Context: an optimization exercise on an open-source flow, tuned for small area. The choices shown serve that exercise and are no tape-out recipe.
RTL that was checked went through simulation tests only; none was proved equivalent to the original.

== maple ==
==> flow/design.v (excerpt) <==
module cordic_pipeline_rtl( clock, reset, ce, angle_in, sin_out, cos_out, valid_out );
Size in the first run: roughly 1200 cells after synthesis, roughly 15000 sq um of cells after synthesis.
export LEC_CHECK = 0
export CAP_MARGIN = 0
export CORE_MARGIN = 2
export CORE_UTILIZATION = 70
export CTS_CLUSTER_DIAMETER = 100
export CTS_CLUSTER_SIZE = 30
export GPL_TIMING_DRIVEN = 1
export PLACE_DENSITY = 0.75
export SLEW_MARGIN = 0
create_clock -name core_clock -period 4.5 [get_ports {clock}]
standard.sh (not shown) runs the stock make flow with config.mk's settings and CLKGATE_MAP_FILE= SYNTH_SCRIPT=/design/flow/synth_recipe.tcl, a recipe that flattens the netlist after the stock synthesis.
==> flow/flow/run.sh <==
#!/bin/bash
# Own layout flow: the standard flow (standard.sh) with three changes:
#  1. the port buffers use the smallest buffer cell (buf_1);
#  2. after the standard synthesis, the combinational cells other than full adders are
#     mapped again by Yosys/ABC for area (registers and their names are untouched);
#  3. full adders are flipped in polarity (FA(~a,~b,~c) = ~FA(a,b,c)) where that
#     removes inverters.
# Each rewritten netlist is checked against the standard synthesis's netlist by
# bit-parallel random simulation of every register input and every output port; a step
# whose result fails the check is dropped.
set -uo pipefail
export BUFFER_PORTS_ARGS="-buffer_cell sky130_fd_sc_hd__buf_1"
RES="$PWD/orfs/results/sky130hd/cordic_pipeline_rtl/base"
bash standard.sh "$RES/1_2_yosys.v" > standard_synth.log 2>&1 || exit 1
cp "$RES/1_2_yosys.v" "$PWD/netlist_standard.v"
CUR="$PWD/netlist_standard.v"
if python3 flow/remap.py "$CUR" "$PWD/netlist_remap.v" "$PWD" > remap.log 2>&1 \
   && python3 flow/simcheck.py "$PWD/netlist_standard.v" "$PWD/netlist_remap.v" > simcheck_remap.log 2>&1; then
  CUR="$PWD/netlist_remap.v"; echo "remap: used" >> remap.log
else
  echo "remap: dropped" >> remap.log
fi
if python3 flow/fixinv.py "$CUR" "$PWD/netlist_fixinv.v" > fixinv.log 2>&1 \
   && python3 flow/simcheck.py "$PWD/netlist_standard.v" "$PWD/netlist_fixinv.v" > simcheck_fixinv.log 2>&1; then
  CUR="$PWD/netlist_fixinv.v"; echo "fixinv: used" >> fixinv.log
else
  echo "fixinv: dropped" >> fixinv.log
fi
cp "$CUR" "$RES/1_2_yosys.v"
bash standard.sh > standard_layout.log 2>&1
Other scripts of this flow, unchanged in this note and not shown: flow/flow/fixinv.py, flow/flow/remap.py, flow/flow/simcheck.py
diff inputs: maple => quartz
--- a/flow/design.v
+++ b/flow/design.v
@@ -197,43 +197,44 @@
 wire [7:0] ty_31_hi = l12_y[11:4] ^ (({8{ty_31_hi_inc}} & ty_31_hi_pa) | ({8{ty_31_hi_dec}} & ty_31_hi_pz));
 wire [12:0] ty_31 = {ty_31_hi, ty_31_lo, 1'b0};
 wire signed [11:0] x_28 = tx_30[12:1];
 wire signed [11:0] y_29 = ty_31[12:1];
 reg signed [11:0] l13_x;
 reg signed [11:0] l13_y;
 reg [10:9] l13_d;
 wire [10:0] dw_32 = {l13_d, 9'd0};
 wire x_33_d9 = dw_32[9], x_33_d10 = dw_32[10];
-wire x_33_mx9 = x_33_d9, x_33_my9 = ~x_33_d9, x_33_mx10 = x_33_d10, x_33_my10 = ~x_33_d10;
-wire [2:0] x_33_fy9 = l13_y[11:9];
-wire [2:0] x_33_fx9 = l13_x[11:9];
-wire [3:0] x_33_gx = {x_33_fy9[2], x_33_fy9} ^ {4{x_33_mx9}};
-wire [4:0] x_33_lx = {2'b00, l13_x[2:0]} + {x_33_gx[3], x_33_gx} + {4'd0, x_33_mx9};
+wire [3:0] x_33_fy9 = {l13_y[11], l13_y[11:9]};
+wire [3:0] x_33_fx9 = {l13_x[11], l13_x[11:9]};
+wire [3:0] x_33_ex9 = x_33_d9 ? (4'd0 - x_33_fy9) : x_33_fy9;
+wire [3:0] x_33_ey9 = x_33_d9 ? x_33_fx9 : (4'd0 - x_33_fx9);
+wire [4:0] x_33_lx = {2'b00, l13_x[2:0]} + {x_33_ex9[3], x_33_ex9};
 wire x_33_upx = ~x_33_lx[4] & x_33_lx[3] & (&l13_x[9:3]);
 wire x_33_dnx = x_33_lx[4] & ~(|l13_x[9:3]);
 wire [1:0] x_33_tx = l13_x[11:10];
 wire [1:0] x_33_fx10 = x_33_upx ? x_33_tx + 2'd1 : x_33_dnx ? x_33_tx - 2'd1 : x_33_tx;
-wire [3:0] x_33_gy = {x_33_fx9[2], x_33_fx9} ^ {4{x_33_my9}};
-wire [4:0] x_33_ly = {2'b00, l13_y[2:0]} + {x_33_gy[3], x_33_gy} + {4'd0, x_33_my9};
+wire [4:0] x_33_ly = {2'b00, l13_y[2:0]} + {x_33_ey9[3], x_33_ey9};
 wire x_33_upy = ~x_33_ly[4] & x_33_ly[3] & (&l13_y[9:3]);
 wire x_33_dny = x_33_ly[4] & ~(|l13_y[9:3]);
 wire [1:0] x_33_ty = l13_y[11:10];
 wire [1:0] x_33_fy10 = x_33_upy ? x_33_ty + 2'd1 : x_33_dny ? x_33_ty - 2'd1 : x_33_ty;
-wire [5:0] x_33_ax = {{3{x_33_fy9[2]}}, x_33_fy9} ^ {6{x_33_mx9}};
-wire [5:0] x_33_bx = {{4{x_33_fy10[1]}}, x_33_fy10} ^ {6{x_33_mx10}};
-wire [5:0] x_33_Lx = {2'b00, l13_x[3:0]} + x_33_ax + x_33_bx + {5'd0, x_33_mx9} + {5'd0, x_33_mx10};
+wire [2:0] x_33_fy10s = {x_33_fy10[1], x_33_fy10};
+wire [2:0] x_33_fx10s = {x_33_fx10[1], x_33_fx10};
+wire [2:0] x_33_ex10 = x_33_d10 ? (3'd0 - x_33_fy10s) : x_33_fy10s;
+wire [2:0] x_33_ey10 = x_33_d10 ? x_33_fx10s : (3'd0 - x_33_fx10s);
+wire [4:0] x_33_Ex = {x_33_ex9[3], x_33_ex9} + {{2{x_33_ex10[2]}}, x_33_ex10};
+wire [5:0] x_33_Lx = {2'b00, l13_x[3:0]} + {x_33_Ex[4], x_33_Ex};
 wire x_33_Ux = ~x_33_Lx[5] & x_33_Lx[4];
 wire x_33_Nx = x_33_Lx[5];
 wire [7:0] x_33_Hx = x_33_Ux ? l13_x[11:4] + 8'd1 : x_33_Nx ? l13_x[11:4] - 8'd1 : l13_x[11:4];
 wire [11:0] x_33 = {x_33_Hx, x_33_Lx[3:0]};
-wire [5:0] x_33_ay = {{3{x_33_fx9[2]}}, x_33_fx9} ^ {6{x_33_my9}};
-wire [5:0] x_33_by = {{4{x_33_fx10[1]}}, x_33_fx10} ^ {6{x_33_my10}};
-wire [5:0] x_33_Ly = {2'b00, l13_y[3:0]} + x_33_ay + x_33_by + {5'd0, x_33_my9} + {5'd0, x_33_my10};
+wire [4:0] x_33_Ey = {x_33_ey9[3], x_33_ey9} + {{2{x_33_ey10[2]}}, x_33_ey10};
+wire [5:0] x_33_Ly = {2'b00, l13_y[3:0]} + {x_33_Ey[4], x_33_Ey};
 wire x_33_Uy = ~x_33_Ly[5] & x_33_Ly[4];
 wire x_33_Ny = x_33_Ly[5];
 wire [7:0] x_33_Hy = x_33_Uy ? l13_y[11:4] + 8'd1 : x_33_Ny ? l13_y[11:4] - 8'd1 : l13_y[11:4];
 wire [11:0] y_34 = {x_33_Hy, x_33_Ly[3:0]};
 reg signed [11:0] l14_x;
 reg signed [11:0] l14_y;
 wire signed [23:0] ex_35 = l14_x;
 wire [11:0] u_38 = l14_x ^ 12'h800;
 wire px_36_p_w1 = ~u_38[0] ^ u_38[2] ^ 1'b1;
[summary]
What the final checks of quartz revealed, after a flow that finished every stage, was a layout that fails on setup timing.
Fraction of area in clock buffers and inverters (lower): quartz
quartz falls short of maple in worst slack at placement.
A timing endpoint of the critical path of l14_y[6] is what quartz shows, while l15_c[11] belongs to maple.
Relative to maple, global placer's final weighted congestion increased by 0.035 in quartz.
quartz vs maple: delay of the slowest cell on the worst path down in quartz
Only the layout flow was run in quartz; the RTL was not checked for function there.

* * *

cordic_pipeline_rtl with an RTL version that a note above also has.
For scale: roughly 1200 cells after synthesis, about 0.015 sq mm of cells after synthesis.
clock: 4.5 ns
lec_check: 0
cap_margin: 0
core_margin: 2
core_utilization: 70
cts_cluster_diameter: 100
cts_cluster_size: 30
gpl_timing_driven: 1
place_density: 0.75
setup_slack_margin: 0.15
slew_margin: 0
Scripts as last shown in full above: flow/flow/run.sh
Other scripts of this flow, unchanged in this note and not shown: flow/flow/fixinv.py, flow/flow/remap.py, flow/flow/simcheck.py
The starting point finished with negative setup slack left.
==> next run, changes <==
--- a/flow/design.v
+++ b/flow/design.v
@@ -195,48 +195,47 @@
 assign ty_31_hi_pa[6] = ty_31_hi_pa[5] & l12_y[9]; assign ty_31_hi_pz[6] = ty_31_hi_pz[5] & ~l12_y[9];
 assign ty_31_hi_pa[7] = ty_31_hi_pa[6] & l12_y[10]; assign ty_31_hi_pz[7] = ty_31_hi_pz[6] & ~l12_y[10];
 wire [7:0] ty_31_hi = l12_y[11:4] ^ (({8{ty_31_hi_inc}} & ty_31_hi_pa) | ({8{ty_31_hi_dec}} & ty_31_hi_pz));
 wire [12:0] ty_31 = {ty_31_hi, ty_31_lo, 1'b0};
 wire signed [11:0] x_28 = tx_30[12:1];
 wire signed [11:0] y_29 = ty_31[12:1];
 reg signed [11:0] l13_x;
 reg signed [11:0] l13_y;
 reg [10:9] l13_d;
 wire [10:0] dw_32 = {l13_d, 9'd0};
 wire x_33_d9 = dw_32[9], x_33_d10 = dw_32[10];
-wire [3:0] x_33_fy9 = {l13_y[11], l13_y[11:9]};
-wire [3:0] x_33_fx9 = {l13_x[11], l13_x[11:9]};
-wire [3:0] x_33_ex9 = x_33_d9 ? (4'd0 - x_33_fy9) : x_33_fy9;
-wire [3:0] x_33_ey9 = x_33_d9 ? x_33_fx9 : (4'd0 - x_33_fx9);
-wire [4:0] x_33_lx = {2'b00, l13_x[2:0]} + {x_33_ex9[3], x_33_ex9};
+wire x_33_mx9 = x_33_d9, x_33_my9 = ~x_33_d9, x_33_mx10 = x_33_d10, x_33_my10 = ~x_33_d10;
+wire [2:0] x_33_fy9 = l13_y[11:9];
+wire [2:0] x_33_fx9 = l13_x[11:9];
+wire [3:0] x_33_gx = {x_33_fy9[2], x_33_fy9} ^ {4{x_33_mx9}};
+wire [4:0] x_33_lx = {2'b00, l13_x[2:0]} + {x_33_gx[3], x_33_gx} + {4'd0, x_33_mx9};
 wire x_33_upx = ~x_33_lx[4] & x_33_lx[3] & (&l13_x[9:3]);
 wire x_33_dnx = x_33_lx[4] & ~(|l13_x[9:3]);
 wire [1:0] x_33_tx = l13_x[11:10];
 wire [1:0] x_33_fx10 = x_33_upx ? x_33_tx + 2'd1 : x_33_dnx ? x_33_tx - 2'd1 : x_33_tx;
-wire [4:0] x_33_ly = {2'b00, l13_y[2:0]} + {x_33_ey9[3], x_33_ey9};
+wire [3:0] x_33_gy = {x_33_fx9[2], x_33_fx9} ^ {4{x_33_my9}};
+wire [4:0] x_33_ly = {2'b00, l13_y[2:0]} + {x_33_gy[3], x_33_gy} + {4'd0, x_33_my9};
 wire x_33_upy = ~x_33_ly[4] & x_33_ly[3] & (&l13_y[9:3]);
 wire x_33_dny = x_33_ly[4] & ~(|l13_y[9:3]);
 wire [1:0] x_33_ty = l13_y[11:10];
 wire [1:0] x_33_fy10 = x_33_upy ? x_33_ty + 2'd1 : x_33_dny ? x_33_ty - 2'd1 : x_33_ty;
-wire [2:0] x_33_fy10s = {x_33_fy10[1], x_33_fy10};
-wire [2:0] x_33_fx10s = {x_33_fx10[1], x_33_fx10};
-wire [2:0] x_33_ex10 = x_33_d10 ? (3'd0 - x_33_fy10s) : x_33_fy10s;
-wire [2:0] x_33_ey10 = x_33_d10 ? x_33_fx10s : (3'd0 - x_33_fx10s);
-wire [4:0] x_33_Ex = {x_33_ex9[3], x_33_ex9} + {{2{x_33_ex10[2]}}, x_33_ex10};
-wire [5:0] x_33_Lx = {2'b00, l13_x[3:0]} + {x_33_Ex[4], x_33_Ex};
+wire [5:0] x_33_ax = {{3{x_33_fy9[2]}}, x_33_fy9} ^ {6{x_33_mx9}};
+wire [5:0] x_33_bx = {{4{x_33_fy10[1]}}, x_33_fy10} ^ {6{x_33_mx10}};
+wire [5:0] x_33_Lx = {2'b00, l13_x[3:0]} + x_33_ax + x_33_bx + {5'd0, x_33_mx9} + {5'd0, x_33_mx10};
 wire x_33_Ux = ~x_33_Lx[5] & x_33_Lx[4];
 wire x_33_Nx = x_33_Lx[5];
 wire [7:0] x_33_Hx = x_33_Ux ? l13_x[11:4] + 8'd1 : x_33_Nx ? l13_x[11:4] - 8'd1 : l13_x[11:4];
 wire [11:0] x_33 = {x_33_Hx, x_33_Lx[3:0]};
-wire [4:0] x_33_Ey = {x_33_ey9[3], x_33_ey9} + {{2{x_33_ey10[2]}}, x_33_ey10};
-wire [5:0] x_33_Ly = {2'b00, l13_y[3:0]} + {x_33_Ey[4], x_33_Ey};
+wire [5:0] x_33_ay = {{3{x_33_fx9[2]}}, x_33_fx9} ^ {6{x_33_my9}};
+wire [5:0] x_33_by = {{4{x_33_fx10[1]}}, x_33_fx10} ^ {6{x_33_my10}};
+wire [5:0] x_33_Ly = {2'b00, l13_y[3:0]} + x_33_ay + x_33_by + {5'd0, x_33_my9} + {5'd0, x_33_my10};
 wire x_33_Uy = ~x_33_Ly[5] & x_33_Ly[4];
 wire x_33_Ny = x_33_Ly[5];
 wire [7:0] x_33_Hy = x_33_Uy ? l13_y[11:4] + 8'd1 : x_33_Ny ? l13_y[11:4] - 8'd1 : l13_y[11:4];
 wire [11:0] y_34 = {x_33_Hy, x_33_Ly[3:0]};
 reg signed [11:0] l14_x;
 reg signed [11:0] l14_y;
 wire signed [23:0] ex_35 = l14_x;
 wire [11:0] u_38 = l14_x ^ 12'h800;
 wire px_36_p_w1 = ~u_38[0] ^ u_38[2] ^ 1'b1;
 wire px_36_p_w2 = (~u_38[0] & u_38[2]) | (~u_38[0] & 1'b1) | (u_38[2] & 1'b1);
 wire px_36_p_w3 = ~u_38[0] ^ ~u_38[2] ^ u_38[4];
Effect:
- This time the run completed without violations
- final area is lower by about 0.6%
- synthesized cell count came out lower by 2.0%
- synthesized area shrinks by 0.76%
- count of clock-buffer cells in the layout is unchanged
- wire length is lower by about 2.8%
- clock skew goes down by 3.6 ps
- worst setup slack improved by 230 ps
- fmax is higher by 5.3%
- die area came out lower by 0.74%
- hold slack gets better by 5.9 ps
- global-route usage came out lower by 0.89 points
No functional check of the RTL was part of the first run of this note.

==> afterwards: timing with drivers on the ports <==
In the flow no input, the clock included, has a driving cell. The finished layouts below were timed again as built, in two steps. Step 1: set_driving_cell puts a clkbuf_16 on clock and a buf_2 on each other input, an assumption about the parent block. Step 2 times the ports against the registers' clock, not the clock port: input delays grow and output delays shrink by t, the midpoint of the rising clock arrivals with the driver on. Slacks: ideal / step 1 / step 2; pairs: ideal / step 1.
run | t, ns | setup WS [ns] | worst register clock-pin slew, ns | worst slew at a driven data input, ns
maple | 0.525 | 0.182 / 0.182 / 0.182 | 0.11 / 0.11 | 0.03
quartz | 0.520 | -0.039 / -0.039 / -0.039 | 0.12 / 0.12 | 0.05
the first run of note 2 | 0.521 | -0.043 / -0.043 / -0.043 | 0.12 / 0.12 | 0.03
the second run of note 2 | 0.516 | 0.185 / 0.185 / 0.185 | 0.11 / 0.11 | 0.03
